Background: an optimization exercise with open tools, aiming at small area, a short achievable clock period and few clock cycles. Do not read the settings as production practice.
Only simulation tests tie the RTL to the original design; equivalence was not proved.
Power is estimated from default activity; no workload was simulated.

v39:
// proc
module proc (
    clk, rst,
    imem_addr, imem_rd, imem_rdata,
    dmem_addr, dmem_wdata, dmem_wr, dmem_rd, dmem_rdata,
    wb_en, wb_reg, wb_data, st_en, st_addr, st_data, halt
    );
Size: ~3200 cells after synthesis, about 440 flip-flops, roughly 140 I/O pins, about 24000 um^2 of cells after synthesis.
==> flow/config.mk <==
export PLATFORM = sky130hd
export DESIGN_NAME = proc
export DESIGN_NICKNAME = proc
export VERILOG_FILES = /design/flow/design.v
export SDC_FILE = /design/flow/constraint.sdc
export NUM_CORES = 4
export LEC_CHECK = 0
export ABC_AREA = 1
export CAP_MARGIN = 20
export CORE_MARGIN = 2
export CORE_UTILIZATION = 40
export CTS_CLUSTER_DIAMETER = 90
export CTS_CLUSTER_SIZE = 30
export SLEW_MARGIN = 20
==> flow/constraint.sdc <==
create_clock -name core_clock -period 12.0 [get_ports {clk}]
set_input_delay 2.4000 -clock core_clock [delete_from_list [all_inputs] [get_ports {clk}]]
set_output_delay 2.4000 -clock core_clock [all_outputs]
set_load 0.01 [all_outputs]
standard.sh (not shown) runs the stock make flow with config.mk's settings and CLKGATE_MAP_FILE= SYNTH_SCRIPT=/design/flow/synth_recipe.tcl, a recipe that flattens the netlist after the stock synthesis.
==> flow/flow/run.sh <==
#!/bin/bash
set -euo pipefail
bash standard.sh SETUP_SLACK_MARGIN=8 finish > make.log 2>&1
Testbench counts of v39, summed over its fixed seeds: cycles 109,283.
Inputs modified between v39 and v15:
- a deleted CTS_CLUSTER_DIAMETER that had been 90
- a deleted CTS_CLUSTER_SIZE that had been 30
==> flow/flow/run.sh <==
#!/bin/bash
set -euo pipefail
bash standard.sh SETUP_SLACK_MARGIN=7.5 finish > make.log 2>&1
Sequential share of layout area | v15 below v39
Re maximum vdd drop: v39 was higher than v15.
Compared v39 against v15; layout multi-input combinational cell count within noise.
Modified inputs, v10 compared to v15
==> flow/flow/run.sh <==
#!/bin/bash
set -euo pipefail
bash standard.sh SETUP_SLACK_MARGIN=8.5 finish > make.log 2>&1
--- outcome ---
- v10: no failed stages, no open violations at the end
- Data arrival time of the critical path, v10 and v15, higher one = v10.
- NOTE: all-layer global routing usage in v10 exceeds that of v15
- v10 improves on v15 in maximum frequency from static timing analysis.
- Maximum clock path buffer count: v10 vs v15 identical
The inputs of v49 differ from those of v10 as listed below.
==> flow/flow/run.sh <==
#!/bin/bash
set -euo pipefail
bash standard.sh SETUP_SLACK_MARGIN=8 finish > make.log 2>&1
## What came out
Looking at maximum clock frequency across v10 and v49, the one that comes out higher is v10. Comparing v49 against v10, there is no change at all in number of synthesized flops with an enable pin. v49: length of routed met2 wiring is about 6% lower than what v10 reported. Re clock buffer count: v10 and v49 aren't equal, and the lower value belongs to v49. In the tables for v10 and v49, register-to-register slack reads higher with v49. From v10 to v49 the numbers moved as follows: count of final hold-check violations comparable; utilization now smaller; number of gates given a new drive strength after cts now smaller; wire length of the first global-routing pass now smaller; global-route met2 utilization now smaller. Of v10 and v49, the run reporting the lower total power was v49.
The inputs of v46 differ from those of v49 as listed below.
- an added CTS_CLUSTER_SIZE of 24
- an added CTS_CLUSTER_DIAMETER of 90
==> flow/flow/run.sh <==
#!/bin/bash
set -euo pipefail
bash standard.sh SETUP_SLACK_MARGIN=8.25 finish > make.log 2>&1
--- outcome ---
Summary — first-iteration DRC count, v46 relative to v49: higher, by 18%. Power per cell area is lower on v46. Changes observed in v46 relative to v49: met2 track utilization from global routing shows an increase of 1.6 points; vias after detailed routing picked up an extra 232; cell count saw little to no change. Summary of the comparison: wire length is higher in v46, relative to v49. v46 reports its launching instance or port of the critical path as q0[8]$_DFF_P_ while v49 reports m1res[3]$_DFF_P_. Re final clock period utilization by the worst path: v49 was higher than v46. Portion of total power attributed to combinational logic for v46: 4.6 points up relative to v49.

## main
proc again, from the RTL that the note above started with.
export LEC_CHECK = 0
export CAP_MARGIN = 20
export CORE_MARGIN = 2
export CORE_UTILIZATION = 40
export CTS_CLUSTER_DIAMETER = 90
export CTS_CLUSTER_SIZE = 24
export SLEW_MARGIN = 20
create_clock -name core_clock -period 12.0 [get_ports {clk}]
==> flow/flow/run.sh <==
#!/bin/bash
set -euo pipefail
bash standard.sh SETUP_SLACK_MARGIN=8 finish > make.log 2>&1
Testbench counts of main, summed over its fixed seeds: cycles 109,283.
For the feature branch, these inputs were changed with respect to main:
Settings: a change of CORE_UTILIZATION from 40 to 55; a deleted CTS_CLUSTER_DIAMETER that had been 90; an added ABC_AREA of 1; a deleted CTS_CLUSTER_SIZE that had been 24.
### Flow results
Going from main to the feature branch, path depth of the worst reg2reg path grew by 12, net switching component of the power grew by about 22%.
The feature branch falls short of main in static leakage.
Layout buffer count excluding clock buffers, main and the feature branch, higher one = main.
Compared with main, in the feature branch cell area after layout went up, critical path depth went down.
Compared with main, the feature branch improves shortest clock period the worst path allows after layout.
Taking main over the feature branch, the area of the multi-input gates ratio works out to 1.08.
Of the two values seen for critical path capture point, st_addr[13] was produced by the feature branch and mA_M1 by main.

-- separate check: timing with driven ports --
The results above use ideal ports. As a check the final layouts listed here were re-extracted and re-timed, cells and wires unchanged. Step 1 assumes that a clkbuf_16 drives the clock port and a buf_2 every other input. Step 2 times the ports against the registers' clock, not the clock port: input delays grow and output delays shrink by t, the midpoint of the rising clock arrivals with the driver on. Slacks: ideal ports / drivers / drivers and shift; pairs: ideal ports / drivers.
run | shift t [ns] | setup WS [ns] | worst setup path at the end
v39 | 0.651 | 8.015 / 7.954 / 7.650 | input to register
v15 | 0.657 | 7.708 / 7.649 / 7.586 | input to register
v10 | 0.658 | 8.235 / 8.235 / 7.764 | input to register
v49 | 0.657 | 8.009 / 7.949 / 7.641 | input to register
v46 | 0.654 | 8.220 / 8.213 / 7.636 | input to register
main | 0.637 | 7.407 / 7.407 / 7.407 | register to register
the feature branch | 0.649 | 8.010 / 7.950 / 7.833 | input to register
After both steps setup and hold are still met in every run listed. For v46, which loses most, drivers alone change the setup slack by -0.007 ns; drivers and shift together by -0.584 ns.
